Background: an optimization exercise with open tools, aiming at small area. Do not read the settings as production practice. The RTL was checked by simulation tests, not by an equivalence proof against the original design. Power figures rest on the tool's default switching activity, not on a simulated workload.

### design/flow/run.sh
#!/bin/bash
# synth_recipe.tcl (not shown) runs the flow's synth.tcl, then flattens the netlist and writes it again
# the make line also repeats each setting of config.mk as NAME=value (left out here)
make -C /OpenROAD-flow-scripts/flow DESIGN_CONFIG=/design/flow/config.mk WORK_HOME=/design/flow/orfs CLKGATE_MAP_FILE= SYNTH_SCRIPT=/design/flow/synth_recipe.tcl finish
### design/flow/config.mk
export PLATFORM = sky130hd
export DESIGN_NAME = esdi_core
export DESIGN_NICKNAME = esdi_core
export VERILOG_FILES = /design/flow/design.v
export SDC_FILE = /design/flow/constraint.sdc
export NUM_CORES = 4
export LEC_CHECK = 0
export CAP_MARGIN = 20
export CORE_MARGIN = 2
export CORE_UTILIZATION = 65
export CTS_CLUSTER_DIAMETER = 100
export CTS_CLUSTER_SIZE = 30
export PLACE_DENSITY = 0.75
export SLEW_MARGIN = 20
### design/flow/constraint.sdc
create_clock -name core_clock -period 10.0 [get_ports {clk}]
set_input_delay 2.0000 -clock core_clock [delete_from_list [all_inputs] [get_ports {clk}]]
set_output_delay 2.0000 -clock core_clock [all_outputs]
set_load 0.01 [all_outputs]
### design/flow/design.v
module fifo_registered (
    input clk,
    input reset_n,
    input in_tvalid,
    output in_tready,
    input [7:0] in_tdata,
    input in_tlast,
    output reg out_tvalid,
    input out_tready,
    output [7:0] out_tdata,
    output out_tlast
);
    reg [6:0] num_used;
    reg [5:0] newest;
    reg [5:0] head;          
    reg [8:0] storage [0:63];
    wire [5:0] oldest = head + 1'b1;
    assign in_tready = !num_used[6];
    assign {out_tlast, out_tdata} = storage[head];
    wire wr = in_tvalid && !num_used[6];
    wire rd = out_tready && out_tvalid;
    always @(posedge clk)
    begin
        if (wr)
            storage[newest] <= {in_tlast, in_tdata};
    end
    always @(posedge clk)
    begin
        if (!reset_n)
        begin
            head <= 6'd63;
            newest <= 0;
            out_tvalid <= 0;
            num_used <= 0;
        end
        else
        begin
            if (rd)
                out_tvalid <= 0;
            if (wr)
                newest <= newest + 1'b1;
            if (!out_tvalid || out_tready)
            begin
                if (newest != oldest)
                begin
                    out_tvalid <= 1;
                    head <= oldest;
                end
            end
            num_used <= num_used + {{6{rd & ~wr}}, rd ^ wr};
        end
    end
endmodule
module labeler #(
    parameter DATA_WIDTH = 8
) (
    input aclk,
    input aresetn,
    input in_tvalid,
    output in_tready,
    input [DATA_WIDTH-1:0] in_tdata,
    input in_tlast,
    input [DATA_WIDTH-1:0] in_tid,
    output reg out_tvalid,
    input out_tready,
    output reg [DATA_WIDTH-1:0] out_tdata,
    output reg out_tlast
);
    reg next_beat_is_first;
    assign in_tready = (!out_tvalid || out_tready) && !hold_valid;
    reg hold_valid;
    reg [7:0] hold_data;
    reg hold_last;
    always @(posedge aclk)
    begin
        if (!aresetn)
        begin
            out_tvalid <= 0;
            next_beat_is_first <= 1;
            hold_valid <= 0;
        end
        else
        begin
            if (out_tready)
                out_tvalid <= 0;
            if (in_tready && in_tvalid)
            begin
                if (next_beat_is_first)
                begin
                    out_tvalid <= 1;
                    out_tdata <= in_tid;
                    out_tlast <= 0;
                    hold_valid <= 1;
                    hold_data <= in_tdata;
                    hold_last <= in_tlast;
                    next_beat_is_first <= 0;
                end
                else
                begin
                    out_tvalid <= 1;
                    out_tdata <= in_tdata;
                    out_tlast <= in_tlast;
                end
                if (in_tlast)
                    next_beat_is_first <= 1;
            end
            if (hold_valid && (!out_tvalid || out_tready))
            begin
                out_tvalid <= 1;
                out_tdata <= hold_data;
                out_tlast <= hold_last;
                hold_valid <= 0;
            end
        end
    end
endmodule
module unlabeler #(
    parameter DATA_WIDTH = 8
) (
    input aclk,
    input aresetn,
    input in_tvalid,
    output in_tready,
    input [DATA_WIDTH-1:0] in_tdata,
    input in_tlast,
    output reg out_tvalid,
    input out_tready,
    output reg [DATA_WIDTH-1:0] out_tdata,
    output reg out_tlast,
    output reg [DATA_WIDTH-1:0] out_tid
);
    reg next_beat_is_first;
    assign in_tready = !out_tvalid || out_tready;
    always @(posedge aclk)
    begin
        if (!aresetn)
        begin
            out_tvalid <= 0;
            next_beat_is_first <= 1;
        end
        else
        begin
            if (out_tready)
                out_tvalid <= 0;
            if (in_tready && in_tvalid)
            begin
                if (next_beat_is_first)
                begin
                    out_tid <= in_tdata;
                    next_beat_is_first <= 0;
                end
                else
                begin
                    out_tvalid <= 1;
                    out_tdata <= in_tdata;
                    out_tlast <= in_tlast;
                end
                if (in_tlast)
                    next_beat_is_first <= 1;
            end
        end
    end
endmodule
module axi_esdi_cmd_controller #(
    parameter DATA_SETUP = 6,
    parameter ACK_TO_NREQ = 6,
    parameter ATTN_TO_CMPL = 10,
    parameter BIT_TIMEOUT = 4000
) (
    input clk,
    input rst_n,
    input csr_awvalid,
    output csr_awready,
    input [4:0] csr_awaddr,
    input csr_wvalid,
    output csr_wready,
    input [31:0] csr_wdata,
    output reg csr_bvalid,
    input csr_bready,
    input csr_arvalid,
    output csr_arready,
    input [4:0] csr_araddr,
    output reg csr_rvalid,
    input csr_rready,
    output reg [31:0] csr_rdata,
    output interrupt,
    input esdi_transfer_req,
    input esdi_command_data,
    output esdi_transfer_ack,
    output esdi_confstat_data,
    output esdi_command_complete,
    output esdi_attention,
    output esdi_ready,
    output esdi_drive_selected
);
    reg write_addr_valid;
    reg write_data_valid;
    reg [2:0] write_addr;
    reg [31:0] write_data;
    assign csr_awready = !write_addr_valid;
    assign csr_wready = !write_data_valid;
    assign csr_arready = !csr_rvalid || csr_rready;
    reg [31:0] control_register;
    wire soft_reset = control_register[0];
    wire interface_enable = control_register[1];
    wire drive_selected = control_register[2];
    wire drive_ready = control_register[3];
    reg buffered_data_out_valid;
    reg [15:0] buffered_data_out;
    reg buffered_data_in_valid;
    reg [16:0] buffered_data_in;
    reg [2:0] state;
    reg sending;
    reg [4:0] bit_count;
    reg [11:0] cycle_count;
    reg [16:0] shreg;        
    reg transfer_ack;
    reg confstat_data;
    reg command_complete;
    reg command_pending;
    reg attention;
    reg [2:0] esdi_transfer_req_shift;
    reg [2:0] esdi_command_data_shift;
    assign esdi_transfer_ack = transfer_ack && drive_selected;
    assign esdi_confstat_data = confstat_data && drive_selected;
    assign esdi_command_complete = command_complete && interface_enable && drive_selected;
    assign esdi_attention = attention && drive_selected;
    assign esdi_ready = drive_ready && drive_selected;
    assign esdi_drive_selected = drive_selected;
    assign interrupt = command_pending;
    always @(posedge clk)
    begin
        if (!rst_n)
        begin
            control_register <= 0;
            transfer_ack <= 0;
            confstat_data <= 0;
            command_complete <= 1;
            attention <= 0;
            state <= 0;
            bit_count <= 0;
            sending <= 0;
            buffered_data_out_valid <= 0;
            buffered_data_in_valid <= 0;
            buffered_data_in <= 0;
            command_pending <= 0;
            write_addr_valid <= 0;
            write_data_valid <= 0;
            csr_bvalid <= 0;
            csr_rvalid <= 0;
            csr_rdata <= 0;
        end
        else
        begin
            cycle_count <= cycle_count + 1'b1;
            esdi_transfer_req_shift <= {esdi_transfer_req, esdi_transfer_req_shift[2:1]};
            esdi_command_data_shift <= {esdi_command_data, esdi_command_data_shift[2:1]};
            case (state)
            3'd0: begin
                if (esdi_transfer_req_shift[0] && interface_enable)
                begin
                    shreg <= {shreg[15:0], esdi_command_data_shift[0]};
                    if (sending)
                        confstat_data <= shreg[16];
                    bit_count <= bit_count + 1'b1;
                    state <= 1;
                    cycle_count <= 0;
                    if (bit_count == 0)
                        command_complete <= 0;
                end
                else if ((bit_count != 0 || sending) && (cycle_count == BIT_TIMEOUT))
                begin
                    state <= 4;
                    cycle_count <= 0;
                end
            end
            3'd1: begin
                if (cycle_count == DATA_SETUP)
                begin
                    transfer_ack <= 1;
                    cycle_count <= 0;
                    state <= 2;
                end
            end
            3'd2: begin
                if (!esdi_transfer_req_shift[0])
                begin
                    cycle_count <= 0;
                    transfer_ack <= 0;
                    if (bit_count == 17)
                    begin
                        bit_count <= 0;
                        if (!sending)
                        begin
                            buffered_data_in_valid <= 1;
                            buffered_data_in <= {(~^shreg[16:1] != shreg[0]), shreg[16:1]};
                            command_pending <= 1;
                            state <= 3;
                        end
                        else
                        begin
                            command_complete <= 1;
                            confstat_data <= 0;
                            state <= 0;
                            sending <= 0;
                        end
                    end
                    else
                        state <= 0;
                end
                else if (cycle_count == BIT_TIMEOUT)
                begin
                    state <= 4;
                    cycle_count <= 0;
                end
            end
            3'd3: begin
                if (!command_pending)
                begin
                    state <= 0;
                    cycle_count <= 0;
                    if (buffered_data_out_valid)
                    begin
                        sending <= 1;
                        buffered_data_out_valid <= 0;
                        shreg <= {buffered_data_out, ~^buffered_data_out};
                    end
                    else
                    begin
                        sending <= 0;
                        command_complete <= 1;
                    end
                end
            end
            3'd4: begin
                if (cycle_count == 0)
                    attention <= 1;
                else if (cycle_count == ATTN_TO_CMPL)
                begin
                    state <= 0;
                    bit_count <= 0;
                    sending <= 0;
                    command_complete <= 1;
                    transfer_ack <= 0;
                end
            end
            default: ;
            endcase
            if (soft_reset)
            begin
                attention <= 0;
                command_pending <= 0;
                buffered_data_out_valid <= 0;
                buffered_data_in_valid <= 0;
            end
            if (csr_bready)
                csr_bvalid <= 0;
            if (csr_rready)
                csr_rvalid <= 0;
            if (csr_awvalid && !write_addr_valid)
            begin
                write_addr_valid <= 1;
                write_addr <= csr_awaddr[4:2];
            end
            if (csr_wvalid && !write_data_valid)
            begin
                write_data_valid <= 1;
                write_data <= csr_wdata;
            end
            if (write_addr_valid && write_data_valid && (!csr_bvalid || csr_bready))
            begin
                write_addr_valid <= 0;
                write_data_valid <= 0;
                case (write_addr)
                    0 : control_register <= write_data;
                    2 : begin
                        buffered_data_out_valid <= 1;
                        buffered_data_out <= write_data[15:0];
                    end
                    3 : if (write_data[0] == 0) command_pending <= 0;
                    4 : attention <= write_data[0];
                    default: ;
                endcase
                csr_bvalid <= 1;
            end
            if (csr_arvalid && (!csr_rvalid || csr_rready))
            begin
                case (csr_araddr[4:2])
                    0 : csr_rdata <= control_register;
                    1 : csr_rdata <= {28'h0, attention, command_pending, buffered_data_in_valid, buffered_data_out_valid};
                    2 : begin
                        csr_rdata <= {15'h0, buffered_data_in};
                        buffered_data_in_valid <= 0;
                    end
                    3 : csr_rdata <= {31'h0, command_pending};
                    4 : csr_rdata <= {31'h0, attention};
                    default: ;
                endcase
                csr_rvalid <= 1;
            end
        end
    end
endmodule
module sector_timer #(
    parameter PULSE_WIDTH = 500
) (
    input clk,
    input rst_n,
    input csr_awvalid,
    output csr_awready,
    input [4:0] csr_awaddr,
    input csr_wvalid,
    output csr_wready,
    input [31:0] csr_wdata,
    output reg csr_bvalid,
    input csr_bready,
    input csr_arvalid,
    output csr_arready,
    input [4:0] csr_araddr,
    output reg csr_rvalid,
    input csr_rready,
    output reg [31:0] csr_rdata,
    output reg esdi_index,
    output reg esdi_sector,
    output reg [31:0] cycle_count,
    output reg [7:0] sector_number,
    output interrupt
);
    reg write_addr_valid;
    reg write_data_valid;
    reg [2:0] write_addr;
    reg [31:0] write_data;
    assign csr_awready = !write_addr_valid;
    assign csr_wready = !write_data_valid;
    assign csr_arready = !csr_rvalid || csr_rready;
    reg enable;
    reg interrupt_enable;
    reg [31:0] sector_length;
    reg [31:0] interrupt_time;
    reg [7:0] num_sectors;
    reg interrupt_time_reached;
    assign interrupt = interrupt_time_reached && interrupt_enable;
    always @(posedge clk)
    begin
        if (!rst_n)
        begin
            enable <= 0;
            interrupt_enable <= 0;
            sector_length <= 0;
            num_sectors <= 0;
            cycle_count <= 0;
            sector_number <= 0;
            esdi_index <= 0;
            esdi_sector <= 0;
            write_addr_valid <= 0;
            write_data_valid <= 0;
            csr_bvalid <= 0;
            csr_rvalid <= 0;
            csr_rdata <= 0;
            interrupt_time_reached <= 0;
            interrupt_time <= 0;
        end
        else
        begin
            if (enable)
            begin
                cycle_count <= cycle_count + 1'b1;
                if (cycle_count == 0)
                begin
                    if (sector_number == 0)
                        esdi_index <= 1;
                    else
                        esdi_sector <= 1;
                end
                else if (cycle_count == PULSE_WIDTH)
                begin
                    esdi_index <= 0;
                    esdi_sector <= 0;
                end
                else if (cycle_count == sector_length)
                begin
                    cycle_count <= 0;
                    if (sector_number == num_sectors - 1'b1)
                        sector_number <= 0;
                    else
                        sector_number <= sector_number + 1'b1;
                end
                if (cycle_count == interrupt_time)
                    interrupt_time_reached <= 1;
            end
            else
            begin
                cycle_count <= 0;
                sector_number <= 0;
                esdi_index <= 0;
                esdi_sector <= 0;
            end
            if (csr_bready)
                csr_bvalid <= 0;
            if (csr_rready)
                csr_rvalid <= 0;
            if (csr_awvalid && !write_addr_valid)
            begin
                write_addr_valid <= 1;
                write_addr <= csr_awaddr[4:2];
            end
            if (csr_wvalid && !write_data_valid)
            begin
                write_data_valid <= 1;
                write_data <= csr_wdata;
            end
            if (write_addr_valid && write_data_valid && (!csr_bvalid || csr_bready))
            begin
                write_addr_valid <= 0;
                write_data_valid <= 0;
                case (write_addr)
                    0 : begin
                        enable <= write_data[0];
                        interrupt_enable <= write_data[1];
                    end
                    1 : sector_length <= write_data;
                    2 : num_sectors <= write_data[7:0];
                    5 : interrupt_time <= write_data;
                    default: ;
                endcase
                csr_bvalid <= 1;
            end
            if (csr_arvalid && (!csr_rvalid || csr_rready))
            begin
                case (csr_araddr[4:2])
                    0 : begin
                        csr_rdata <= {29'b0, interrupt_time_reached, interrupt_enable, enable};
                        interrupt_time_reached <= 0;
                    end
                    1 : csr_rdata <= sector_length;
                    2 : csr_rdata <= {24'b0, num_sectors};
                    3 : csr_rdata <= {24'b0, sector_number};
                    4 : csr_rdata <= cycle_count;
                    5 : csr_rdata <= interrupt_time;
                    default: ;
                endcase
                csr_rvalid <= 1;
            end
        end
    end
endmodule
module read_datapath (
    input clk,
    input rst_n,
    input csr_awvalid,
    output csr_awready,
    input [4:0] csr_awaddr,
    input csr_wvalid,
    output csr_wready,
    input [31:0] csr_wdata,
    output reg csr_bvalid,
    input csr_bready,
    input csr_arvalid,
    output csr_arready,
    input [4:0] csr_araddr,
    output reg csr_rvalid,
    input csr_rready,
    output reg [31:0] csr_rdata,
    input parallel_tvalid,
    output parallel_tready,
    input [7:0] parallel_tdata,
    input parallel_tlast,
    input [7:0] parallel_tid,
    input [7:0] sector_number,
    input cycle_count_zero,
    input esdi_read_gate,
    output esdi_read_data,
    output reg esdi_read_clock,
    output reg read_data_valid,
    output reg esdi_read_data_ungated
);
    reg write_addr_valid;
    reg write_data_valid;
    reg [2:0] write_addr;
    reg [31:0] write_data;
    assign csr_awready = !write_addr_valid;
    assign csr_wready = !write_data_valid;
    assign csr_arready = !csr_rvalid || csr_rready;
    reg [31:0] control_register;
    wire silence = control_register[0];
    reg [6:0] clocks_per_halfbit;
    reg [3:0] esdi_read_gate_shift;
    reg [7:0] clock_counter;
    reg reading;
    reg hold_valid;
    reg [7:0] hold_data;
    reg hold_last;
    reg [7:0] hold_id;
    reg [6:0] shift_reg;
    reg shift_reg_last;
    reg [2:0] bit_count;
    reg underflow;
    reg missed_deadline;
    assign parallel_tready = !hold_valid;
    assign esdi_read_data = esdi_read_data_ungated && !esdi_read_gate_shift[1] && !silence;
    wire cph_nz = |clocks_per_halfbit;
    wire half_match = cph_nz && (clock_counter == {1'b0, clocks_per_halfbit} - 1'b1);
    wire full_match = cph_nz && (clock_counter == {clocks_per_halfbit, 1'b0} - 1'b1);
    always @(posedge clk)
    begin
        esdi_read_gate_shift <= {esdi_read_gate, esdi_read_gate_shift[3:1]};
        if (!rst_n)
        begin
            control_register <= 0;
            clocks_per_halfbit <= 5;
            write_addr_valid <= 0;
            write_data_valid <= 0;
            csr_bvalid <= 0;
            csr_rvalid <= 0;
            csr_rdata <= 0;
            hold_valid <= 0;
            clock_counter <= 0;
            reading <= 0;
            underflow <= 0;
            missed_deadline <= 0;
            read_data_valid <= 0;
            esdi_read_clock <= 0;
            esdi_read_data_ungated <= 0;
        end
        else
        begin
            read_data_valid <= 0;
            if (parallel_tvalid && !hold_valid)
            begin
                hold_valid <= 1;
                hold_data <= parallel_tdata;
                hold_last <= parallel_tlast;
                hold_id <= parallel_tid;
            end
            if (cycle_count_zero && hold_valid && hold_id == sector_number)
            begin
                reading <= 1;
                shift_reg_last <= 0;
                bit_count <= 3'b111;
            end
            clock_counter <= clock_counter + 1'b1;
            if (half_match)
            begin
                esdi_read_clock <= 1;
            end
            else if (full_match)
            begin
                clock_counter <= 0;
                esdi_read_clock <= 0;
                read_data_valid <= 1;
                if (reading)
                begin
                    bit_count <= bit_count + 1'b1;
                    if (bit_count == 3'b111)
                    begin
                        if (shift_reg_last)
                        begin
                            reading <= 0;
                            esdi_read_data_ungated <= 0;
                        end
                        else
                        begin
                            if (!hold_valid)
                                underflow <= 1;
                            shift_reg <= hold_data[6:0];
                            shift_reg_last <= hold_last;
                            hold_valid <= 0;
                            esdi_read_data_ungated <= hold_data[7];
                        end
                    end
                    else
                    begin
                        shift_reg <= {shift_reg[5:0], 1'b0};
                        esdi_read_data_ungated <= shift_reg[6];
                    end
                end
                else
                begin
                    esdi_read_data_ungated <= 0;
                end
            end
            if (!esdi_read_gate_shift[1] && esdi_read_gate_shift[0])
            begin
                if (!reading)
                    missed_deadline <= 1;
            end
            if (csr_bready)
                csr_bvalid <= 0;
            if (csr_rready)
                csr_rvalid <= 0;
            if (csr_awvalid && !write_addr_valid)
            begin
                write_addr_valid <= 1;
                write_addr <= csr_awaddr[4:2];
            end
            if (csr_wvalid && !write_data_valid)
            begin
                write_data_valid <= 1;
                write_data <= csr_wdata;
            end
            if (write_addr_valid && write_data_valid && (!csr_bvalid || csr_bready))
            begin
                write_addr_valid <= 0;
                write_data_valid <= 0;
                case (write_addr)
                    0 : control_register <= write_data;
                    1 : begin
                            missed_deadline <= write_data[1];
                            underflow <= write_data[0];
                        end
                    2 : clocks_per_halfbit <= write_data[6:0];
                    default: ;
                endcase
                csr_bvalid <= 1;
            end
            if (csr_arvalid && (!csr_rvalid || csr_rready))
            begin
                case (csr_araddr[4:2])
                    0 : csr_rdata <= control_register;
                    1 : csr_rdata <= {30'b0, missed_deadline, underflow};
                    2 : csr_rdata <= {25'h0, clocks_per_halfbit};
                    default: ;
                endcase
                csr_rvalid <= 1;
            end
        end
    end
endmodule
module write_datapath (
    input aclk,
    input aresetn,
    input csr_awvalid,
    output csr_awready,
    input [4:0] csr_awaddr,
    input csr_wvalid,
    output csr_wready,
    input [31:0] csr_wdata,
    output reg csr_bvalid,
    input csr_bready,
    input csr_arvalid,
    output csr_arready,
    input [4:0] csr_araddr,
    output reg csr_rvalid,
    input csr_rready,
    output reg [31:0] csr_rdata,
    input [7:0] sector_number,
    input cycle_count_two,
    input esdi_write_gate,
    input esdi_write_clock,
    input esdi_write_data,
    input esdi_read_data_ungated,
    input read_data_valid,
    output interrupt,
    output parallel_tvalid,
    input parallel_tready,
    output [7:0] parallel_tdata,
    output parallel_tlast,
    output reg [7:0] parallel_tid
);
    reg write_addr_valid;
    reg write_data_valid;
    reg [2:0] write_addr;
    reg [31:0] write_data;
    assign csr_awready = !write_addr_valid;
    assign csr_wready = !write_data_valid;
    assign csr_arready = !csr_rvalid || csr_rready;
    reg [3:0] esdi_write_gate_shift;
    reg [3:0] esdi_write_clock_shift;
    reg [3:0] esdi_write_data_shift;
    reg [31:0] control_register;
    wire enable;
    wire soft_reset;
    wire interrupt_enable;
    assign enable = control_register[0];
    assign soft_reset = control_register[1];
    assign interrupt_enable = control_register[2];
    reg [9:0] unformatted_sector_length;
    reg sector_complete;
    reg sector_dirty;
    reg send_out;
    reg sector_discard;
    reg fifo_in_valid;
    wire fifo_in_ready;
    reg [7:0] fifo_in_data;
    reg fifo_in_last;
    wire fifo_out_valid;
    reg write_clock_edge;
    reg new_bit_valid;
    reg new_bit;
    reg active;
    reg [7:0] current_sector;
    reg new_byte_valid;
    reg [7:0] data_in;
    reg [2:0] bit_count;
    reg [9:0] byte_count;
    reg overflow;
    reg new_sector;
    reg new_sector_dirty;
    reg sector_missed;
    reg [7:0] new_sector_number;
    assign interrupt = new_sector & interrupt_enable;
    fifo_registered fifo_of_uncertainty (
        .clk            (aclk),
        .reset_n        (!(sector_discard | !aresetn | soft_reset)),
        .in_tvalid      (fifo_in_valid),
        .in_tready      (fifo_in_ready),
        .in_tdata       (fifo_in_data),
        .in_tlast       (fifo_in_last),
        .out_tvalid     (fifo_out_valid),
        .out_tready     (parallel_tready & send_out),
        .out_tdata      (parallel_tdata),
        .out_tlast      (parallel_tlast)
    );
    assign parallel_tvalid = fifo_out_valid & send_out;
    always @(posedge aclk)
    begin
        esdi_write_gate_shift <= {esdi_write_gate, esdi_write_gate_shift[3:1]};
        esdi_write_clock_shift <= {esdi_write_clock, esdi_write_clock_shift[3:1]};
        esdi_write_data_shift <= {esdi_write_data, esdi_write_data_shift[3:1]};
        write_clock_edge <= 0;
        new_bit_valid <= 0;
        new_byte_valid <= 0;
        sector_discard <= 0;
        if (!aresetn)
        begin
            control_register <= 0;
            write_addr_valid <= 0;
            write_data_valid <= 0;
            csr_bvalid <= 0;
            csr_rvalid <= 0;
            csr_rdata <= 0;
            active <= 0;
            overflow <= 0;
            new_sector <= 0;
            new_sector_dirty <= 0;
            sector_missed <= 0;
            fifo_in_valid <= 0;
            send_out <= 0;
            sector_complete <= 0;
            unformatted_sector_length <= 0;
            new_sector_number <= 0;
        end
        else
        begin
            if (!esdi_write_clock_shift[0] && esdi_write_clock_shift[1])         
                write_clock_edge <= 1;
            if (!esdi_write_gate_shift[0])
            begin
                if (write_clock_edge)
                begin
                    new_bit_valid <= 1;
                    new_bit <= esdi_write_data_shift[0];
                end
            end
            else if (read_data_valid)
            begin
                new_bit_valid <= 1;
                new_bit <= esdi_read_data_ungated;
            end
            if (fifo_in_ready)
                fifo_in_valid <= 0;
            if (parallel_tvalid && parallel_tready && parallel_tlast)
                send_out <= 0;
            if (enable)
            begin
                if (cycle_count_two)
                begin
                    active <= 1;
                    bit_count <= 0;
                    byte_count <= 0;
                    sector_dirty <= 0;
                    current_sector <= sector_number;
                end
                if (new_bit_valid && active)
                begin
                    bit_count <= bit_count + 1;
                    data_in <= {data_in[6:0], new_bit};
                    if (bit_count == 3'b111)
                    begin
                        byte_count <= byte_count + 1;
                        new_byte_valid <= 1;
                    end
                end
                if (new_byte_valid && active)
                begin
                    fifo_in_valid <= 1;
                    fifo_in_data <= data_in;
                    if (byte_count == unformatted_sector_length)
                    begin
                        fifo_in_last <= 1;
                        active <= 0;
                        sector_complete <= 1;
                    end
                    else
                    begin
                        fifo_in_last <= 0;
                    end
                    if (fifo_in_valid)
                        overflow <= 1;
                end
                if (!esdi_write_gate_shift[1] && active)
                    sector_dirty <= 1;
                if (sector_complete)
                begin
                    sector_complete <= 0;
                    new_sector <= 1;
                    if (new_sector)
                        sector_missed <= 1;
                    new_sector_dirty <= sector_dirty;
                    new_sector_number <= current_sector;
                    if (sector_dirty)
                    begin
                        send_out <= 1;
                        parallel_tid <= current_sector;
                    end
                    else
                    begin
                        fifo_in_valid <= 0;
                        sector_discard <= 1;
                    end
                end
            end
            if (soft_reset)
            begin
                control_register <= 0;
                active <= 0;
                fifo_in_valid <= 0;
                overflow <= 0;
                sector_complete <= 0;
                new_sector <= 0;
                new_sector_dirty <= 0;
                sector_missed <= 0;
                send_out <= 0;
            end
            if (csr_bready)
                csr_bvalid <= 0;
            if (csr_rready)
                csr_rvalid <= 0;
            if (csr_awvalid && csr_awready)
            begin
                write_addr_valid <= 1;
                write_addr <= csr_awaddr[4:2];
            end
            if (csr_wvalid && csr_wready)
            begin
                write_data_valid <= 1;
                write_data <= csr_wdata;
            end
            if (write_addr_valid && write_data_valid && (!csr_bvalid || csr_bready))
            begin
                write_addr_valid <= 0;
                write_data_valid <= 0;
                case (write_addr)
                    0 : control_register <= write_data;
                    1 : begin
                        sector_missed <= write_data[3];
                        new_sector <= write_data[1];
                        overflow <= write_data[0];
                    end
                    3 : unformatted_sector_length <= write_data[9:0];
                endcase
                csr_bvalid <= 1;
            end
            if (csr_arvalid && (!csr_rvalid || csr_rready))
            begin
                case (csr_araddr[4:2])
                    0 : csr_rdata <= control_register;
                    1 : csr_rdata <= {29'b0, sector_missed, new_sector_dirty, new_sector, overflow};
                    2 : csr_rdata <= {24'b0, new_sector_number};
                    3 : csr_rdata <= {22'b0, unformatted_sector_length};
                endcase
                csr_rvalid <= 1;
            end
        end
    end
endmodule
module esdi_core (
    input  clk,
    input  rst_n,
    input  cmd_awvalid,
    output cmd_awready,
    input  [4:0] cmd_awaddr,
    input  cmd_wvalid,
    output cmd_wready,
    input  [31:0] cmd_wdata,
    output cmd_bvalid,
    input  cmd_bready,
    output [1:0] cmd_bresp,
    input  cmd_arvalid,
    output cmd_arready,
    input  [4:0] cmd_araddr,
    output cmd_rvalid,
    input  cmd_rready,
    output [31:0] cmd_rdata,
    output [1:0] cmd_rresp,
    input  tmr_awvalid,
    output tmr_awready,
    input  [4:0] tmr_awaddr,
    input  tmr_wvalid,
    output tmr_wready,
    input  [31:0] tmr_wdata,
    output tmr_bvalid,
    input  tmr_bready,
    output [1:0] tmr_bresp,
    input  tmr_arvalid,
    output tmr_arready,
    input  [4:0] tmr_araddr,
    output tmr_rvalid,
    input  tmr_rready,
    output [31:0] tmr_rdata,
    output [1:0] tmr_rresp,
    input  rd_awvalid,
    output rd_awready,
    input  [4:0] rd_awaddr,
    input  rd_wvalid,
    output rd_wready,
    input  [31:0] rd_wdata,
    output rd_bvalid,
    input  rd_bready,
    output [1:0] rd_bresp,
    input  rd_arvalid,
    output rd_arready,
    input  [4:0] rd_araddr,
    output rd_rvalid,
    input  rd_rready,
    output [31:0] rd_rdata,
    output [1:0] rd_rresp,
    input  wr_awvalid,
    output wr_awready,
    input  [4:0] wr_awaddr,
    input  wr_wvalid,
    output wr_wready,
    input  [31:0] wr_wdata,
    output wr_bvalid,
    input  wr_bready,
    output [1:0] wr_bresp,
    input  wr_arvalid,
    output wr_arready,
    input  [4:0] wr_araddr,
    output wr_rvalid,
    input  wr_rready,
    output [31:0] wr_rdata,
    output [1:0] wr_rresp,
    input  mm2s_tvalid,
    output mm2s_tready,
    input  [7:0] mm2s_tdata,
    input  mm2s_tlast,
    output s2mm_tvalid,
    input  s2mm_tready,
    output [7:0] s2mm_tdata,
    output s2mm_tlast,
    output cmd_irq,
    output tmr_irq,
    output wr_irq,
    input  esdi_transfer_req,
    input  esdi_command_data,
    output esdi_transfer_ack,
    output esdi_confstat_data,
    output esdi_command_complete,
    output esdi_attention,
    output esdi_ready,
    output esdi_drive_selected,
    output esdi_index,
    output esdi_sector,
    input  esdi_read_gate,
    output esdi_read_data,
    output esdi_read_clock,
    input  esdi_write_gate,
    input  esdi_write_clock,
    input  esdi_write_data
);
    wire [31:0] cycle_count;
    wire [7:0]  sector_number;
    wire        cc_zero = (cycle_count == 32'd0);
    wire        cc_two  = (cycle_count == 32'd2);
    wire        rd_in_tvalid;
    wire        rd_in_tready;
    wire [7:0]  rd_in_tdata;
    wire        rd_in_tlast;
    wire [7:0]  rd_in_tid;
    wire        wr_out_tvalid;
    wire        wr_out_tready;
    wire [7:0]  wr_out_tdata;
    wire        wr_out_tlast;
    wire [7:0]  wr_out_tid;
    wire        read_data_valid;
    wire        esdi_read_data_ungated;
    assign cmd_bresp = 2'b00;
    assign cmd_rresp = 2'b00;
    assign tmr_bresp = 2'b00;
    assign tmr_rresp = 2'b00;
    assign rd_bresp = 2'b00;
    assign rd_rresp = 2'b00;
    assign wr_bresp = 2'b00;
    assign wr_rresp = 2'b00;
    axi_esdi_cmd_controller #(.BIT_TIMEOUT(4000)) u_cmd (
        .clk (clk),
        .rst_n (rst_n),
        .csr_awvalid (cmd_awvalid),
        .csr_awready (cmd_awready),
        .csr_awaddr (cmd_awaddr),
        .csr_wvalid (cmd_wvalid),
        .csr_wready (cmd_wready),
        .csr_wdata (cmd_wdata),
        .csr_bvalid (cmd_bvalid),
        .csr_bready (cmd_bready),
        .csr_arvalid (cmd_arvalid),
        .csr_arready (cmd_arready),
        .csr_araddr (cmd_araddr),
        .csr_rvalid (cmd_rvalid),
        .csr_rready (cmd_rready),
        .csr_rdata (cmd_rdata),
        .interrupt (cmd_irq),
        .esdi_transfer_req (esdi_transfer_req),
        .esdi_command_data (esdi_command_data),
        .esdi_transfer_ack (esdi_transfer_ack),
        .esdi_confstat_data (esdi_confstat_data),
        .esdi_command_complete (esdi_command_complete),
        .esdi_attention (esdi_attention),
        .esdi_ready (esdi_ready),
        .esdi_drive_selected (esdi_drive_selected)
    );
    sector_timer u_tmr (
        .clk (clk),
        .rst_n (rst_n),
        .csr_awvalid (tmr_awvalid),
        .csr_awready (tmr_awready),
        .csr_awaddr (tmr_awaddr),
        .csr_wvalid (tmr_wvalid),
        .csr_wready (tmr_wready),
        .csr_wdata (tmr_wdata),
        .csr_bvalid (tmr_bvalid),
        .csr_bready (tmr_bready),
        .csr_arvalid (tmr_arvalid),
        .csr_arready (tmr_arready),
        .csr_araddr (tmr_araddr),
        .csr_rvalid (tmr_rvalid),
        .csr_rready (tmr_rready),
        .csr_rdata (tmr_rdata),
        .esdi_index (esdi_index),
        .esdi_sector (esdi_sector),
        .cycle_count (cycle_count),
        .sector_number (sector_number),
        .interrupt (tmr_irq)
    );
    unlabeler u_unlabel (
        .aclk           (clk),
        .aresetn        (rst_n),
        .in_tvalid      (mm2s_tvalid),
        .in_tready      (mm2s_tready),
        .in_tdata       (mm2s_tdata),
        .in_tlast       (mm2s_tlast),
        .out_tvalid     (rd_in_tvalid),
        .out_tready     (rd_in_tready),
        .out_tdata      (rd_in_tdata),
        .out_tlast      (rd_in_tlast),
        .out_tid        (rd_in_tid)
    );
    read_datapath u_rd (
        .clk (clk),
        .rst_n (rst_n),
        .csr_awvalid (rd_awvalid),
        .csr_awready (rd_awready),
        .csr_awaddr (rd_awaddr),
        .csr_wvalid (rd_wvalid),
        .csr_wready (rd_wready),
        .csr_wdata (rd_wdata),
        .csr_bvalid (rd_bvalid),
        .csr_bready (rd_bready),
        .csr_arvalid (rd_arvalid),
        .csr_arready (rd_arready),
        .csr_araddr (rd_araddr),
        .csr_rvalid (rd_rvalid),
        .csr_rready (rd_rready),
        .csr_rdata (rd_rdata),
        .parallel_tvalid (rd_in_tvalid),
        .parallel_tready (rd_in_tready),
        .parallel_tdata (rd_in_tdata),
        .parallel_tlast (rd_in_tlast),
        .parallel_tid (rd_in_tid),
        .sector_number (sector_number),
        .cycle_count_zero (cc_zero),
        .esdi_read_gate (esdi_read_gate),
        .esdi_read_data (esdi_read_data),
        .esdi_read_clock (esdi_read_clock),
        .read_data_valid (read_data_valid),
        .esdi_read_data_ungated (esdi_read_data_ungated)
    );
    write_datapath u_wr (
        .aclk (clk),
        .aresetn (rst_n),
        .csr_awvalid (wr_awvalid),
        .csr_awready (wr_awready),
        .csr_awaddr (wr_awaddr),
        .csr_wvalid (wr_wvalid),
        .csr_wready (wr_wready),
        .csr_wdata (wr_wdata),
        .csr_bvalid (wr_bvalid),
        .csr_bready (wr_bready),
        .csr_arvalid (wr_arvalid),
        .csr_arready (wr_arready),
        .csr_araddr (wr_araddr),
        .csr_rvalid (wr_rvalid),
        .csr_rready (wr_rready),
        .csr_rdata (wr_rdata),
        .sector_number (sector_number),
        .cycle_count_two (cc_two),
        .esdi_write_gate (esdi_write_gate),
        .esdi_write_clock (esdi_write_clock),
        .esdi_write_data (esdi_write_data),
        .esdi_read_data_ungated (esdi_read_data_ungated),
        .read_data_valid (read_data_valid),
        .interrupt (wr_irq),
        .parallel_tvalid (wr_out_tvalid),
        .parallel_tready (wr_out_tready),
        .parallel_tdata (wr_out_tdata),
        .parallel_tlast (wr_out_tlast),
        .parallel_tid (wr_out_tid)
    );
    labeler u_label (
        .aclk           (clk),
        .aresetn        (rst_n),
        .in_tvalid      (wr_out_tvalid),
        .in_tready      (wr_out_tready),
        .in_tdata       (wr_out_tdata),
        .in_tlast       (wr_out_tlast),
        .in_tid         (wr_out_tid),
        .out_tvalid     (s2mm_tvalid),
        .out_tready     (s2mm_tready),
        .out_tdata      (s2mm_tdata),
        .out_tlast      (s2mm_tlast)
    );
endmodule
==> notes.md, run 1 <==
# IOs=395; H-Tree Level Count=2; initial antenna violation count=5; Placer Congestion=0.904; reg2reg end=u_label.out_tdata[2]$_DFFE_PP_; FF+latch count, synth=1,367; Final Instance Area=60,100 um^2; final wirelength=126 mm; Routed WL per cell=23.2 um; synth unique cells=74; Post-CTS Resized=0; mapped cell area=54,200 um^2; worst hold path depth=0; HPWL Detailed=84.4 mm; syn avg cell area=13.3 um^2; # rows=105; CP startpoint=tmr_rready; fmax=0.192 GHz; DRC viols=0; Post-layout nets=4,532; Crit Path Max Fanout=4; HP Start=u_wr.esdi_write_data_shift[2]$_DFF_P_; Final period util=52.0%; setup bufs post-CTS=0; TritonRoute pass-1 iters=5; Post-synth EDFFs=878; Peak VDD IR=0.000188 V; Setup crit start kind=input pin; Reg with most FFs=u_wr.fifo_of_uncertainty.storage; Worst-path clk slew=120 ps; TNS Setup=0 ps; Async SR Flop Fraction=0%; grt met2 use=48.1%; Critical Setup Path Class=input pin to output pin; warnings from Yosys=7; CTS tree=yes; Final Max Slew Viols=0; clk sinks=1,367; Post-Syn Instances=4,082; initial DRC count=3,123; core box area=82,200 um^2; first-pass GRT wire length=191 mm; max_cap viols=0; root buffer cell=clkbuf_16; clk latency of the worst-skew pair=660 ps; status=finished clean; area post-placement=58,600 um^2; most frequent cells in the layout=878 x edfxtp_1, 487 x dfxtp_1, 462 x nor2_1, 360 x clkdlybuf4s50_1, 355 x nand2_1; top_reg_cell synth=edfxtp_1; met3 usage=4.10%; worst reg2reg setup slack=6170 ps; Via density=6.13; Worst EP arrival=3200 ps; GRT overflow=0; grt met1 use=40.8%; Layout Skew=23.8 ps; Worst Reg-to-Reg Cells=6; Tmin final=5200 ps; fillcell total=5,557; Lkg Pwr=0.0204 uW; layout cells sized above 1=7.45%; initial core utilization=65.9%; Relative slew margins=29.8%; Area growth, synth to finish=11.0%; vias in the first global route=31,800; die area=85,700 um^2; Least-Margin Pin Slew=1050 ps; register area share after synthesis=66.7%; Hold EP=u_wr.esdi_write_data_shift[1]$_DFF_P_; hold bufs inserted after CTS=0; WP data required=8000 ps; endpoints failing hold=0; Max Root-Sink Buffers=3; Vias=33,200; number of flip-flops in the largest register=576; die width=293 um; placed cells=5,312; Setup-failing EPs final=0; antenna viol nets, final=0; IO Port Bufs=362; post-route insts no fill=5,410; worst min path class=flop to flop; endpoint class of the critical path=output pin; most common cell after layout, fill and taps aside=edfxtp_1; height of the die=293 um; gr busiest metal=met2; largest net degree at the start of global routing=134; power per cell area=172 nW/um^2; RSZ-0062 raised after global routing=no; Inserted Clock Buffers=51; GRT Total Usage=29.1%
cell usage after synthesis, types with 20 or more instances:
master,n,area share [%]
buf_1,22,0.15
a31oi_1,21,0.24
clkbuf_1,203,1.4
nor2_1,464,3.2
buf_2,29,0.27
mux4_2,147,6.1
xnor2_1,101,1.6
nand2b_1,28,0.32
and3_1,28,0.32
nor2b_1,24,0.28
mux2i_1,119,2.2
nand3_1,83,0.77
nor3_1,63,0.58
nand4_1,24,0.28
a211oi_1,21,0.29
a21oi_1,226,2.1
a221oi_1,32,0.52
o21ai_0,85,0.79
mux2_2,28,0.58
nand2_1,355,2.5
inv_1,67,0.46
xor2_1,110,1.8
nor4_1,44,0.51
a22oi_1,127,1.8
ha_1,28,0.65
edfxtp_1,878,49
and2_1,20,0.23
nor3b_1,40,0.55
dfxtp_1,489,18
power breakdown:
group / internal [uW] / leakage [uW] / total [uW] / switching [uW]
sequential: 6050 / 0.0121 / 6190 / 138
combinational: 685 / 0.00763 / 1500 / 813
clock: 1020 / 0.000709 / 2660 / 1640
total: 7750 / 0.0204 / 10300 / 2590
routing by layer:
metal | share of wire (%) | wire length (um)
met5 | 0.027 | 34
met4 | 3.0 | 3720
met3 | 6.8 | 8510
met2 | 49 | 61600
met1 | 41 | 51800
cells by family (layout without fill, tap and decap cells):
logic type / count (synthesis) / in the layout / share of synthesized area (%)
compound gates: 604 / 604 / 7.20
buf+inv: 340 / 581 / 2.54
flops: 1367 / 1367 / 66.7
xor+xnor: 214 / 214 / 3.54
mux: 294 / 294 / 8.89
other cells: 1 / 18 / 0.00692
fa+ha+maj: 29 / 29 / 0.684
simple gates: 1233 / 1233 / 10.4
worst max-delay path: stages:
cell	delay [ps]
clkdlybuf4s50_1	450
nand2b_1	180
clkdlybuf4s50_1	570
area by class of cell:
type,count,area (um^2),area share (%)
Sequential cell,1367,36200,60.2
Timing Repair Buffer,417,4070,6.78
Clock buffer,93,1480,2.46
Multi-Input combinational cell,2390,16800,27.9
Clock inverter,2,20.0,0.0333
Antenna cell,2,5.00,0.00833
Inverter,69,267,0.443
Tap cell,1070,1340,2.23
worst max path at each step:
stage | endpoint | cells past startpoint
6_report | tmr_arready | 3
5_1_grt | wr_arready | 4
4_1_cts | tmr_arready | 3
3_5_place_dp | tmr_arready | 3
3_3_place_gp | tmr_arready | 3
2_1_floorplan | u_cmd.shreg[0]$_DFFE_PP_ | 5
metrics by stage:
stage	util (%)	hold slack, ps	total power, uW	setup slack, ps
finish	73.1	329	10300	4800
floorplan	-	310	7280	5640
CTS	73.0	338	10400	4790
global placement	71.2	310	7790	4800
global route	73.1	339	10700	4740
detailed placement	71.2	312	7800	4790
==> run 2, diff against run 1 <==
--- a/design/flow/config.mk
+++ b/design/flow/config.mk
@@ -7,8 +7,5 @@
 export LEC_CHECK = 0
 export CAP_MARGIN = 20
 export CORE_MARGIN = 2
-export CORE_UTILIZATION = 65
-export CTS_CLUSTER_DIAMETER = 100
-export CTS_CLUSTER_SIZE = 30
-export PLACE_DENSITY = 0.75
+export CORE_UTILIZATION = 40
 export SLEW_MARGIN = 20
==> notes.md, run 2 <==
root buffer cell=clkbuf_16 (unchanged); Async SR Flop Fraction=0% (unchanged); antenna viol nets, final=0 (unchanged); largest net degree at the start of global routing=103 (was 134); core box area=135,000 um^2 (was 82,200 um^2); Vias=33,400 (was 33,200); worst min path class=flop to flop (unchanged); # IOs=395 (unchanged); Post-CTS Resized=0 (unchanged); largest family of logic cells by synthesized area=simple AND/OR/NAND/NOR gates (unchanged); syn avg cell area=13.3 um^2 (unchanged); max_cap viols=0 (unchanged); mapped cell area=54,200 um^2 (unchanged); TNS Setup=0 ps (unchanged); die width=372 um (was 293 um); register area share after synthesis=66.7% (unchanged); DRC viols=0 (unchanged); RSZ-0062 raised after global routing=no (unchanged); Buf+Inv Stages, Crit Path=3 (was 2); Least-Margin Pin Slew=1190 ps (was 1050 ps); power per cell area=205 nW/um^2 (was 172 nW/um^2); slowest stage delay, CP=480 ps (was 570 ps); height of the die=372 um (was 293 um); IO Port Bufs=362 (unchanged); # rows=135 (was 105); Post-Synth XOR/XNOR Area=3.54% (unchanged); endpoint class of the critical path=output pin (unchanged); Post-layout nets=4,623 (was 4,532); adder-cell share of the synthesized area=0.684% (unchanged); H-Tree Level Count=4 (was 2); Reg with most FFs=u_wr.fifo_of_uncertainty.storage (unchanged); initial core utilization=40.1% (was 65.9%); Final Max Slew Viols=0 (unchanged); most common cell after layout, fill and taps aside=edfxtp_1 (unchanged); status=finished clean (unchanged); FF+latch count, synth=1,367 (unchanged); Lkg Pwr=0.0220 uW (was 0.0204 uW); Via density=5.31 (was 6.13); vias in the first global route=32,300 (was 31,800); post-synthesis compound-gate area fraction=7.20% (unchanged); number of flip-flops in the largest register=576 (unchanged); Final period util=52.1% (was 52.0%); Critical Setup Path Class=input pin to output pin (unchanged); synth unique cells=74 (unchanged); Routed WL per cell=21.3 um (was 23.2 um); GRT Total Usage=19.1% (was 29.1%); fmax=0.192 GHz (about the same); GRT overflow=0 (unchanged); WP data required=8000 ps (about the same); layout cells sized above 1=10.6% (was 7.45%); CP cell instances=clkdlybuf4s50_1 -> nor2b_1 -> inv_1 -> clkdlybuf4s50_1 (was clkdlybuf4s50_1 -> nand2b_1 -> clkdlybuf4s50_1); Setup crit start kind=input pin (unchanged); Inserted Clock Buffers=146 (was 51); Pwr Total=13,200 uW (was 10,300 uW); Worst-path clk slew=60 ps (was 120 ps); initial DRC count=2,687 (was 3,123); largest cells by area after synthesis=edfxtp_1 49%, dfxtp_1 18%, mux4_2 6.1% (unchanged); CP max-delay cell=clkdlybuf4s50_1 (unchanged); most frequent cells in the layout=878 x edfxtp_1, 487 x dfxtp_1, 462 x nor2_1, 360 x clkdlybuf4s50_1, 355 x nand2_1 (unchanged); Relative slew margins=20.5% (was 29.8%); commonest cells in the netlist=878 x edfxtp_1, 489 x dfxtp_1, 464 x nor2_1, 355 x nand2_1, 226 x a21oi_1 (unchanged); Setup-failing EPs final=0 (unchanged); Area growth, synth to finish=18.7% (was 11.0%); post-layout util=47.7% (was 73.1%); final wirelength=134 mm (was 126 mm); area post-placement=59,400 um^2 (was 58,600 um^2); WHS=324 ps (was 329 ps); top cell type's share of synthesized area=48.7% (unchanged); warnings from Yosys=7 (unchanged); Post-Syn Instances=4,082 (unchanged); Placer Congestion=0.834 (was 0.904); post-synth top area cell=edfxtp_1 (unchanged); setup bufs post-CTS=0 (unchanged); Crit Path Max Fanout=3 (was 4); Worst EP arrival=3210 ps (was 3200 ps); hold bufs inserted after CTS=0 (unchanged); post-synthesis mux area share=8.89% (unchanged); clk latency of the worst-skew pair=800 ps (was 660 ps); Post-synth EDFFs=878 (unchanged); top_reg_cell synth=edfxtp_1 (unchanged); Final Instance Area=64,300 um^2 (was 60,100 um^2); initial antenna violation count=12 (was 5); TritonRoute pass-1 iters=6 (was 5); Peak VDD IR=0.000179 V (was 0.000188 V); HPWL Detailed=87.9 mm (was 84.4 mm); most frequent cell after synthesis=edfxtp_1 (unchanged); Post-Synth Simple-Gate Area=10.4% (unchanged); die area=138,000 um^2 (was 85,700 um^2); Tmin final=5210 ps (was 5200 ps); delay-heaviest family, CP=buffers and inverters (unchanged); endpoints failing hold=0 (unchanged); first-pass GRT wire length=201 mm (was 191 mm); most numerous cell on the critical path=clkdlybuf4s50_1 (unchanged); Max Root-Sink Buffers=3 (unchanged); Layout Skew=32.9 ps (was 23.8 ps); CTS tree=yes (unchanged); clk sinks=1,367 (unchanged)
## run 2: cells by family after synthesis
family,count (synthesis)
simple gates,1233
buf+inv,340
fa+ha+maj,29
flops,1367
other cells,1
compound gates,604
mux,294
xor+xnor,214
## run 2: cell type report
class                   instances  area [um^2]
multi-input cells            2390        16800
fillers                     11800        70600
diodes                          4         10.0
clock inverters                70          865
flip-flops and latches       1367        36200
repair buffers                413         4020
clock buffers                 198         4000
well taps                    1781         2230
inverters                      69          267
## run 2: per-layer routing
metal	track usage, %	routed length (um)	vias to the layer above
met1	26.1	58200	16600
met5	0	58	-
met4	5.75	3280	10
li1	-	-	15600
met3	4.38	8840	210
met2	30.4	63600	947
## run 2: path summary, 6_finish.rpt
kind / start / endpoint / slack [ps] / cells after the start
min reg2reg: u_rd.esdi_read_gate_shift[2]$_DFF_P_ / u_rd.esdi_read_gate_shift[1]$_DFF_P_ / 320 / 0
max: wr_rready / wr_arready / 4790 / 4
max reg2reg: flop / u_label.out_tdata[0]$_DFFE_PP_ / 5780 / 7
min: u_rd.esdi_read_gate_shift[2]$_DFF_P_ / u_rd.esdi_read_gate_shift[1]$_DFF_P_ / 320 / 0
## run 2: report_power, final
group	internal [uW]	switching [uW]
Combinational	681	846
Clock	3110	2320
Sequential	6060	150
## run 2: metrics by stage
stage               cells  setup WS, ps
floorplan            4097          5640
global placement     6018          4580
detailed placement   6019          4570
CTS                  6287          4800
global route         6292          4710
finish               6292          4790
==> run 3, diff against run 2 <==
--- a/design/flow/design.v
+++ b/design/flow/design.v
@@ -10,44 +10,70 @@
     output [7:0] out_tdata,
     output out_tlast
 );
-    reg [6:0] num_used;
-    reg [5:0] newest;
-    reg [5:0] head;          
-    reg [8:0] storage [0:63];
-    wire [5:0] oldest = head + 1'b1;
-    assign in_tready = !num_used[6];
-    assign {out_tlast, out_tdata} = storage[head];
-    wire wr = in_tvalid && !num_used[6];
-    wire rd = out_tready && out_tvalid;
+    reg [575:0] ring;        
+    reg [5:0] w;             
+    reg [5:0] q;             
+    reg p1v, p2v;            
+    reg [8:0] pa, pb;        
+    wire [8:0] din = {in_tlast, in_tdata};
+    wire q_is_w1 = (q == w + 6'd1);      
+    wire full = out_tvalid && (q == w);
+    assign in_tready = !full;
+    wire wr = in_tvalid && !full;
+    wire adv = (!out_tvalid || out_tready) && !q_is_w1;
+    wire land0 = wr && (w[2:0] == 3'd7);
+    wire land1 = p1v && (w[2:0] == 3'd6);
+    wire land2 = p2v && (w[2:0] == 3'd5);
+    wire land = land0 | land1 | land2;
+    wire [2:0] lrow = w[5:3] + 3'd1;
+    wire [8:0] ldata = land0 ? din : land1 ? pa : pb;
+    wire [8:0] ring_q = ring[9*q +: 9];
+    assign {out_tlast, out_tdata} = (p1v && q_is_w1) ? pa : ring_q;
+    integer i;
     always @(posedge clk)
     begin
+        ring <= {ring[566:0], ring[575:567]};
+        for (i = 0; i < 8; i = i + 1)
+            if (land && lrow == i)
+                ring[72*i +: 9] <= ldata;
         if (wr)
-            storage[newest] <= {in_tlast, in_tdata};
+        begin
+            pa <= din;
+            pb <= pa;
+        end
     end
     always @(posedge clk)
     begin
         if (!reset_n)
         begin
-            head <= 6'd63;
-            newest <= 0;
+            w <= 0;
+            q <= 6'd1;
             out_tvalid <= 0;
-            num_used <= 0;
+            p1v <= 0;
+            p2v <= 0;
         end
         else
         begin
-            if (rd)
+            if (out_tready && out_tvalid)
                 out_tvalid <= 0;
+            if (adv)
+                out_tvalid <= 1;
+            if (!wr)
+                w <= w + 6'd1;
+            if (!adv)
+                q <= q + 6'd1;
             if (wr)
-                newest <= newest + 1'b1;
-            if (!out_tvalid || out_tready)
             begin
-                if (newest != oldest)
-                begin
-                    out_tvalid <= 1;
-                    head <= oldest;
-                end
+                p1v <= !land0;
+                p2v <= p1v && !land1;
+            end
+            else
+            begin
+                if (land1)
+                    p1v <= 0;
+                if (land2)
+                    p2v <= 0;
             end
-            num_used <= num_used + {{6{rd & ~wr}}, rd ^ wr};
         end
     end
 endmodule
--- a/design/flow/config.mk
+++ b/design/flow/config.mk
@@ -7,5 +7,8 @@
 export LEC_CHECK = 0
 export CAP_MARGIN = 20
 export CORE_MARGIN = 2
-export CORE_UTILIZATION = 40
+export CORE_UTILIZATION = 65
+export CTS_CLUSTER_DIAMETER = 80
+export CTS_CLUSTER_SIZE = 24
+export PLACE_DENSITY = 0.75
 export SLEW_MARGIN = 20
==> notes.md, run 3 <==
status=finished clean (unchanged); Lkg Pwr=0.0197 uW (was 0.0220 uW); antenna viol nets, final=0 (unchanged); Setup-failing EPs final=0 (unchanged); setup bufs post-CTS=0 (unchanged); warnings from Yosys=7 (unchanged); HPWL Detailed=74.3 mm (was 87.9 mm); mapped cell area=49,700 um^2 (was 54,200 um^2); Setup crit start kind=input pin (unchanged); Vias=32,600 (was 33,400); Worst EP arrival=3270 ps (was 3210 ps); post-synth top area cell=dfxtp_1 (was edfxtp_1); pre-CTS setup slack=4730 ps (was 4570 ps); power per cell area=180 nW/um^2 (was 205 nW/um^2); Post-layout nets=4,743 (was 4,623); worst hold path depth=0 (unchanged); Least-Margin Pin Slew=1080 ps (was 1190 ps); root buffer cell=clkbuf_16 (unchanged); Final Worst Setup Slack=4730 ps (was 4790 ps); DRC viols=0 (unchanged); fillcell total=5,337 (was 11,800); Max Root-Sink Buffers=3 (unchanged); endpoints failing hold=0 (unchanged); number of flip-flops in the largest register=576 (unchanged); largest cells by area after synthesis=dfxtp_1 42%, edfxtp_1 19%, mux4_2 5.3% (was edfxtp_1 49%, dfxtp_1 18%, mux4_2 6.1%); Post-CTS Resized=0 (unchanged); top_reg_cell synth=dfxtp_1 (was edfxtp_1); Reg with most FFs=u_wr.fifo_of_uncertainty.ring (was u_wr.fifo_of_uncertainty.storage); Flop pwr share=58.9% (was 47.1%); CTS tree=yes (unchanged); WP data required=8000 ps (about the same); Post-Syn Instances=4,306 (was 4,082); IO Port Bufs=362 (unchanged); largest net degree at the start of global routing=191 (was 103); Tmin final=5270 ps (was 5210 ps); TritonRoute pass-1 iters=5 (was 6); Inserted Clock Buffers=67 (was 146); reg2reg end=u_label.out_tdata[2]$_DFFE_PP_ (was u_label.out_tdata[0]$_DFFE_PP_); first-pass GRT wire length=176 mm (was 201 mm); Critical Setup Path Class=input pin to output pin (unchanged); met2 WL=55.1 mm (was 63.6 mm); Crit Path Max Fanout=4 (was 3); Area growth, synth to finish=12.0% (was 18.7%); Layout Skew=25.3 ps (was 32.9 ps); reg-to-reg startpoint=u_wr.fifo_of_uncertainty.q[0]$_SDFFE_PP1N_; fmax=0.190 GHz (was 0.192 GHz); clk sinks=1,374 (was 1,367); syn avg cell area=11.5 um^2 (was 13.3 um^2); initial antenna violation count=12 (unchanged); layout cells sized above 1=8.02% (was 10.6%); worst min path class=flop to flop (unchanged); core box area=75,800 um^2 (was 135,000 um^2); Placer Congestion=0.894 (was 0.834); most common cell after layout, fill and taps aside=dfxtp_1 (was edfxtp_1); Storage cell area=30,700 um^2 (was 36,200 um^2); TNS Setup=0 ps (unchanged); Final Max Slew Viols=0 (unchanged); vias in the first global route=31,400 (was 32,300); GRT Total Usage=28.3% (was 19.1%); synth unique cells=99 (was 74); post-layout util=73.4% (was 47.7%); Comb pwr share=10.9% (was 11.6%); uppermost layer routed=met5 (unchanged); # IOs=395 (unchanged); Switch Pwr=2460 uW (was 3310 uW); die area=78,700 um^2 (was 138,000 um^2); Peak VDD IR=0.000191 V (was 0.000179 V); Routed WL per cell=20.4 um (was 21.3 um); Worst Reg-to-Reg Cells=9 (was 7); die width=281 um (was 372 um); internal power=7560 uW (was 9850 uW); Async SR Flop Fraction=0% (unchanged); routed wire length on met3=5.51 mm (was 8.84 mm); most frequent cell after synthesis=dfxtp_1 (was edfxtp_1); RSZ-0062 raised after global routing=no (unchanged); hold bufs inserted after CTS=0 (unchanged); Multi-input gate area=17,500 um^2 (was 16,800 um^2); register area share after synthesis=61.8% (was 66.7%); Pwr Total=10,000 uW (was 13,200 uW); clk latency of the worst-skew pair=650 ps (was 800 ps); Via density=5.88 (was 5.31); initial DRC count=2,630 (was 2,687); height of the die=281 um (was 372 um); FF+latch count, synth=1,374 (was 1,367); top cell type's share of synthesized area=42.5% (was 48.7%); Relative slew margins=27.9% (was 20.5%); switch share=24.6% (was 25.2%); initial core utilization=65.5% (was 40.1%); Hold EP=u_wr.fifo_of_uncertainty.ring[353]$_DFF_P_ (was u_rd.esdi_read_gate_shift[1]$_DFF_P_); Metal-1 WL=48.5 mm (was 58.2 mm); Final period util=52.7% (was 52.1%); worst reg2reg setup slack=6100 ps (was 5780 ps); final wirelength=113 mm (was 134 mm); HP Start=u_wr.fifo_of_uncertainty.ring[344]$_DFF_P_ (was u_rd.esdi_read_gate_shift[2]$_DFF_P_); commonest cells in the netlist=1,054 x dfxtp_1, 552 x nand2_1, 347 x nor2_1, 320 x edfxtp_1, 312 x a21oi_1 (was 878 x edfxtp_1, 489 x dfxtp_1, 464 x nor2_1, 355 x nand2_1, 226 x a21oi_1); H-Tree Level Count=3 (was 4); Post-synth EDFFs=320 (was 878); GRT overflow=0 (unchanged); most frequent cells in the layout=1,052 x dfxtp_1, 551 x nand2_1, 360 x clkdlybuf4s50_1, 346 x nor2_1, 320 x edfxtp_1 (was 878 x edfxtp_1, 487 x dfxtp_1, 462 x nor2_1, 360 x clkdlybuf4s50_1, 355 x nand2_1); Worst-path clk slew=90 ps (was 60 ps); max_cap viols=0 (unchanged); # rows=101 (was 135); clock share of power=30.2% (was 41.2%); endpoint class of the critical path=output pin (unchanged)
## run 3: worst max-delay path, cell delays in order
cell	delay, ps
clkdlybuf4s50_1	460
nand2b_1	230
clkdlybuf4s50_1	580
## run 3: kinds of logic after synthesis
family                     share of synthesized area, %
AOI/OAI and AO/OA                                  9.65
xor gates and xnor gates                           3.73
adders and majority gates                         0.655
buffers and inverters                              3.22
DFF                                                61.8
muxes                                              8.76
other                                           0.00755
and+or+nand+nor                                    12.2
## run 3: power groups by stage
stage          Clock, uW  Combinational, uW  Sequential [uW]
3_5_place_dp           0               1110             6030
6_report            3030               1100             5900
4_1_cts             3080               1110             5900
5_1_grt             3270               1190             5920
3_3_place_gp           0               1100             6020
2_1_floorplan          0                910             5950
## run 3: worst max path at each step
stage                     slack [ps]       start  cells after the start                              endpoint
after floorplan                 5720       rst_n                      4  u_cmd.buffered_data_out[0]$_DFFE_PP_
after global placement          4750  tmr_rready                      3                           tmr_arready
after detailed placement        4730  tmr_rready                      3                           tmr_arready
after CTS                       4730  tmr_rready                      3                           tmr_arready
after global routing            4690  tmr_rready                      3                           tmr_arready
final                           4730  tmr_rready                      3                           tmr_arready
## run 3: cell type report
cell class	count	share of cell area, %
tap	978	2.20
clock buffer	101	3.28
antenna	4	0.0180
timing repair buffer	415	7.25
sequential	1374	55.2
inverter	59	0.411
multi-input combinational	2593	31.4
clock inverter	10	0.240
## run 3: per-layer routing
layer	GRT usage [%]	vias up
met4	9.38	14
li1	-	15500
met5	0	-
met3	4.11	203
met1	38.3	16000
met2	47.1	832
## run 3: through the flow
stage | area, um^2 | cells | hold WS, ps
3_5_place_dp | 53700 | 5419 | 312
3_3_place_gp | 53700 | 5419 | 312
4_1_cts | 55700 | 5530 | 333
2_1_floorplan | 49800 | 4321 | 310
6_report | 55700 | 5534 | 330
5_1_grt | 55700 | 5534 | 340
==> run 4, diff against run 3 <==
==> design/flow/flow/run.sh (new file) <==
#!/bin/bash
# Standard ORFS layout (standard synthesis unchanged), with two changes:
#  - port buffers use the smallest buffer (buf_1) instead of the default pick;
#  - clock tree synthesis does not add dummy loads.
set -euo pipefail
export BUFFER_PORTS_ARGS="-buffer_cell sky130_fd_sc_hd__buf_1"
export CTS_ARGS="-sink_clustering_enable -repair_clock_nets -dont_use_dummy_load -sink_clustering_size 24 -sink_clustering_max_diameter 80"
bash standard.sh synth > synth.log 2>&1
bash standard.sh finish > layout.log 2>&1
==> design/flow/standard.sh (new file) <==
#!/bin/bash
# synth_recipe.tcl (not shown) runs the flow's synth.tcl, then flattens the netlist and writes it again
# the make line also repeats each setting of config.mk as NAME=value (left out here)
make -C /OpenROAD-flow-scripts/flow DESIGN_CONFIG=/design/flow/config.mk WORK_HOME=/design/flow/orfs CLKGATE_MAP_FILE= SYNTH_SCRIPT=/design/flow/synth_recipe.tcl "${@:-finish}"
removed: design/flow/run.sh
==> notes.md, run 4 <==
status=finished clean (unchanged); fillcell total=5,627 (was 5,337); worst reg2reg setup slack=5650 ps (was 6100 ps); Reg with most FFs=u_wr.fifo_of_uncertainty.ring (unchanged); largest net degree at the start of global routing=118 (was 191); initial core utilization=65.5% (unchanged); CP startpoint=wr_rready (was tmr_rready); Max Root-Sink Buffers=3 (unchanged); final wirelength=110 mm (was 113 mm); initial antenna violation count=11 (was 12); max_cap viols=0 (unchanged); CTS tree=yes (unchanged); post-route insts no fill=5,488 (was 5,534); Critical Setup Path Class=input pin to output pin (unchanged); Vias=32,200 (was 32,600); worst hold path depth=0 (unchanged); most numerous cell on the critical path=buf_1 (was clkdlybuf4s50_1); synth unique cells=99 (unchanged); height of the die=281 um (unchanged); top cell type's share of synthesized area=42.5% (unchanged); Final Worst Setup Slack=5500 ps (was 4730 ps); Tmin final=4500 ps (was 5270 ps); Relative slew margins=23.3% (was 27.9%); Inserted Clock Buffers=67 (unchanged); Peak VDD IR=0.000173 V (was 0.000191 V); Post-CTS Resized=0 (unchanged); endpoint class of the critical path=output pin (unchanged); Least-Margin Pin Slew=1150 ps (was 1080 ps); HPWL Detailed=71.8 mm (was 74.3 mm); CP max-delay cell=nor2b_1 (was clkdlybuf4s50_1); clk sinks=1,374 (unchanged); post-synth top area cell=dfxtp_1 (unchanged); initial DRC count=2,665 (was 2,630); FF+latch count, synth=1,374 (unchanged); GRT overflow=0 (unchanged); register area share after synthesis=61.8% (unchanged); Area growth, synth to finish=6.89% (was 12.0%); DRC viols=0 (unchanged); Storage cell area=30,700 um^2 (about the same); Post-Syn Instances=4,306 (unchanged); Multi-input gate area=17,500 um^2 (about the same); GRT Total Usage=27.4% (was 28.3%); endpoints failing hold=0 (unchanged); first-pass GRT wire length=170 mm (was 176 mm); die width=281 um (unchanged); Layout Skew=56.6 ps (was 25.3 ps); warnings from Yosys=7 (unchanged); core box area=75,800 um^2 (unchanged); Hold EP=u_wr.fifo_of_uncertainty.ring[500]$_DFF_P_ (was u_wr.fifo_of_uncertainty.ring[353]$_DFF_P_); antenna viol nets, final=0 (unchanged); Final Max Slew Viols=0 (unchanged); Setup crit start kind=input pin (unchanged); Worst-path clk slew=90 ps (about the same); Routed WL per cell=20.0 um (was 20.4 um); die area=78,700 um^2 (unchanged); reg-to-reg startpoint=u_wr.fifo_of_uncertainty.q[0]$_SDFFE_PP1N_ (unchanged); setup bufs post-CTS=0 (unchanged); worst min path class=flop to flop (unchanged); H-Tree Level Count=3 (unchanged); vias in the first global route=31,000 (was 31,400); Post-layout nets=4,741 (was 4,743); Setup-failing EPs final=0 (unchanged); clk latency of the worst-skew pair=630 ps (was 650 ps); most common cell after layout, fill and taps aside=dfxtp_1 (unchanged); WP data required=8000 ps (about the same); root buffer cell=clkbuf_16 (unchanged); # rows=101 (unchanged); power per cell area=184 nW/um^2 (was 180 nW/um^2); Crit Path Max Fanout=3 (was 4); largest cells by area after synthesis=dfxtp_1 42%, edfxtp_1 19%, mux4_2 5.3% (unchanged); Worst Reg-to-Reg Cells=8 (was 9); IO Port Bufs=362 (unchanged); Lkg Pwr=0.0187 uW (was 0.0197 uW); Via density=5.87 (was 5.88); most frequent cells in the layout=1,051 x dfxtp_1, 551 x nand2_1, 359 x buf_1, 346 x nor2_1, 320 x edfxtp_1 (was 1,052 x dfxtp_1, 551 x nand2_1, 360 x clkdlybuf4s50_1, 346 x nor2_1, 320 x edfxtp_1); number of flip-flops in the largest register=576 (unchanged); reg2reg end=u_label.out_tdata[1]$_DFFE_PP_ (was u_label.out_tdata[2]$_DFFE_PP_); # IOs=395 (unchanged); placed cells=5,417 (was 5,419); Final period util=45.0% (was 52.7%); layout cells sized above 1=7.83% (was 8.02%); Post-synth EDFFs=320 (unchanged); Worst EP arrival=2500 ps (was 3270 ps); hold bufs inserted after CTS=0 (unchanged); top_reg_cell synth=dfxtp_1 (unchanged); fmax=0.222 GHz (was 0.190 GHz); Placer Congestion=0.885 (was 0.894); delay-heaviest family, CP=buffers and inverters (unchanged); mapped cell area=49,700 um^2 (unchanged); most frequent cell after synthesis=dfxtp_1 (unchanged); Async SR Flop Fraction=0% (unchanged); HP Start=u_wr.fifo_of_uncertainty.ring[491]$_DFF_P_ (was u_wr.fifo_of_uncertainty.ring[344]$_DFF_P_); TritonRoute pass-1 iters=7 (was 5); commonest cells in the netlist=1,054 x dfxtp_1, 552 x nand2_1, 347 x nor2_1, 320 x edfxtp_1, 312 x a21oi_1 (unchanged); CP cell instances=buf_1 -> nor2b_1 -> inv_1 -> buf_1 (was clkdlybuf4s50_1 -> nand2b_1 -> clkdlybuf4s50_1); Buf+Inv Stages, Crit Path=3 (was 2); TNS Setup=0 ps (unchanged); pre-CTS setup slack=5510 ps (was 4730 ps); syn avg cell area=11.5 um^2 (unchanged); slowest stage delay, CP=180 ps (was 580 ps); RSZ-0062 raised after global routing=no (unchanged)
==> run 4: cell counts after synthesis <==
No cell type changed its count.
==> run 4: how the worst max path moves through the flow <==
stage,endpoint,slack [ps],cells after the start
CTS,u_label.out_tdata[1]$_DFFE_PP_,5490,8
finish,wr_arready,5500,4
floorplan,u_cmd.buffered_data_out[0]$_DFFE_PP_,5720,4
global route,u_label.out_tlast$_DFFE_PP_,5290,8
global placement,u_label.out_tdata[1]$_DFFE_PP_,5500,8
detailed placement,wr_arready,5510,4
==> run 4: layout make-up <==
| type | count | area share (%) |
|---|---|---|
| repair buffers | 413 | 3.31 |
| well taps | 978 | 2.30 |
| multi-input cells | 2593 | 32.9 |
| flip-flops and latches | 1374 | 57.8 |
| diodes | 4 | 0.0188 |
| inverters | 59 | 0.431 |
| clock buffers | 67 | 3.16 |
==> run 4: cell families (layout without fill, tap and decap cells) <==
| family | Yosys count | after routing | synth area share (%) |
|---|---|---|---|
| AND/OR/NAND/NOR | 1309 | 1309 | 12.2 |
| multiplexers | 277 | 277 | 8.76 |
| adder cells (fa/ha/maj) | 26 | 26 | 0.655 |
| XOR/XNOR | 209 | 209 | 3.73 |
| AO/OA/AOI/OAI | 756 | 756 | 9.65 |
| other | 1 | 20 | 0.00755 |
| buffers and inverters | 354 | 539 | 3.22 |
| flip-flops | 1374 | 1374 | 61.8 |
==> run 4: where the power goes <==
part	switching [uW]	total, uW	internal [uW]
Sequential	189	5960	5770
Combinational	552	972	420
Clock	1630	2840	1200
==> run 4: metrics by stage <==
step | instance area (um^2) | hold WS [ps] | total power, uW | util (%)
4_1_cts | 53100 | 303 | 9830 | 70.0
2_1_floorplan | 49800 | 310 | 6860 | -
5_1_grt | 53100 | 314 | 10100 | 70.1
6_report | 53100 | 298 | 9770 | 70.1
3_5_place_dp | 51400 | 312 | 7060 | 67.8
3_3_place_gp | 51400 | 312 | 7050 | 67.8
==> run 4: worst reg2reg max path, cell delays in order, from the launching register on <==
cell	delay (ps)
dfxtp_4	890
buf_4	910
nand3b_2	860
o221ai_1	450
a211oi_1	100
a211oi_1	310
a31oi_1	110
a21oi_1	430
a21o_1	180
==> run 4: per-layer routing <==
metal / vias to the layer above / share of wire [%] / GRT usage [%] / wire [um]
met4: 14 / 3.5 / 10.2 / 3870
met1: 15600 / 43 / 36.6 / 47100
met5: - / 0.084 / 0 / 92
met3: 223 / 5.5 / 4.70 / 6030
li1: 15500 / - / - / -
met2: 867 / 48 / 45.2 / 52500

[re-timing with driven ports]
The results above use ideal ports. As a check the final layouts listed here were re-extracted and re-timed, cells and wires unchanged. Step 1: set_driving_cell puts a clkbuf_16 on clk and a buf_2 on each other input, an assumption about the parent block. Step 2 also shifts input and output timing later by t, the mid clock arrival at the registers, as if the neighbouring blocks saw the same clock. Slacks: no drivers / after step 1 / after step 2; pairs: no drivers / after step 1.
run	t (ns)	setup WS [ns]	worst hold slack (ns)	worst setup path after step 2	worst slew at a driven data input, ns
run 1	0.721	4.801 / 4.777 / 4.757	0.329 / 0.329 / 0.329	input to register	0.18
run 2	0.865	4.792 / 4.759 / 4.484	0.324 / 0.324 / 0.324	input to register	0.12
run 3	0.714	4.735 / 4.687 / 4.687	0.330 / 0.330 / 0.330	input to output	0.12
run 4	0.679	5.499 / 5.477 / 5.477	0.298 / 0.298 / 0.298	input to output	0.13
After both steps every run listed still meets setup and hold. For run 2, which loses most, drivers alone change the setup slack by -0.033 ns; drivers and shift together by -0.308 ns.
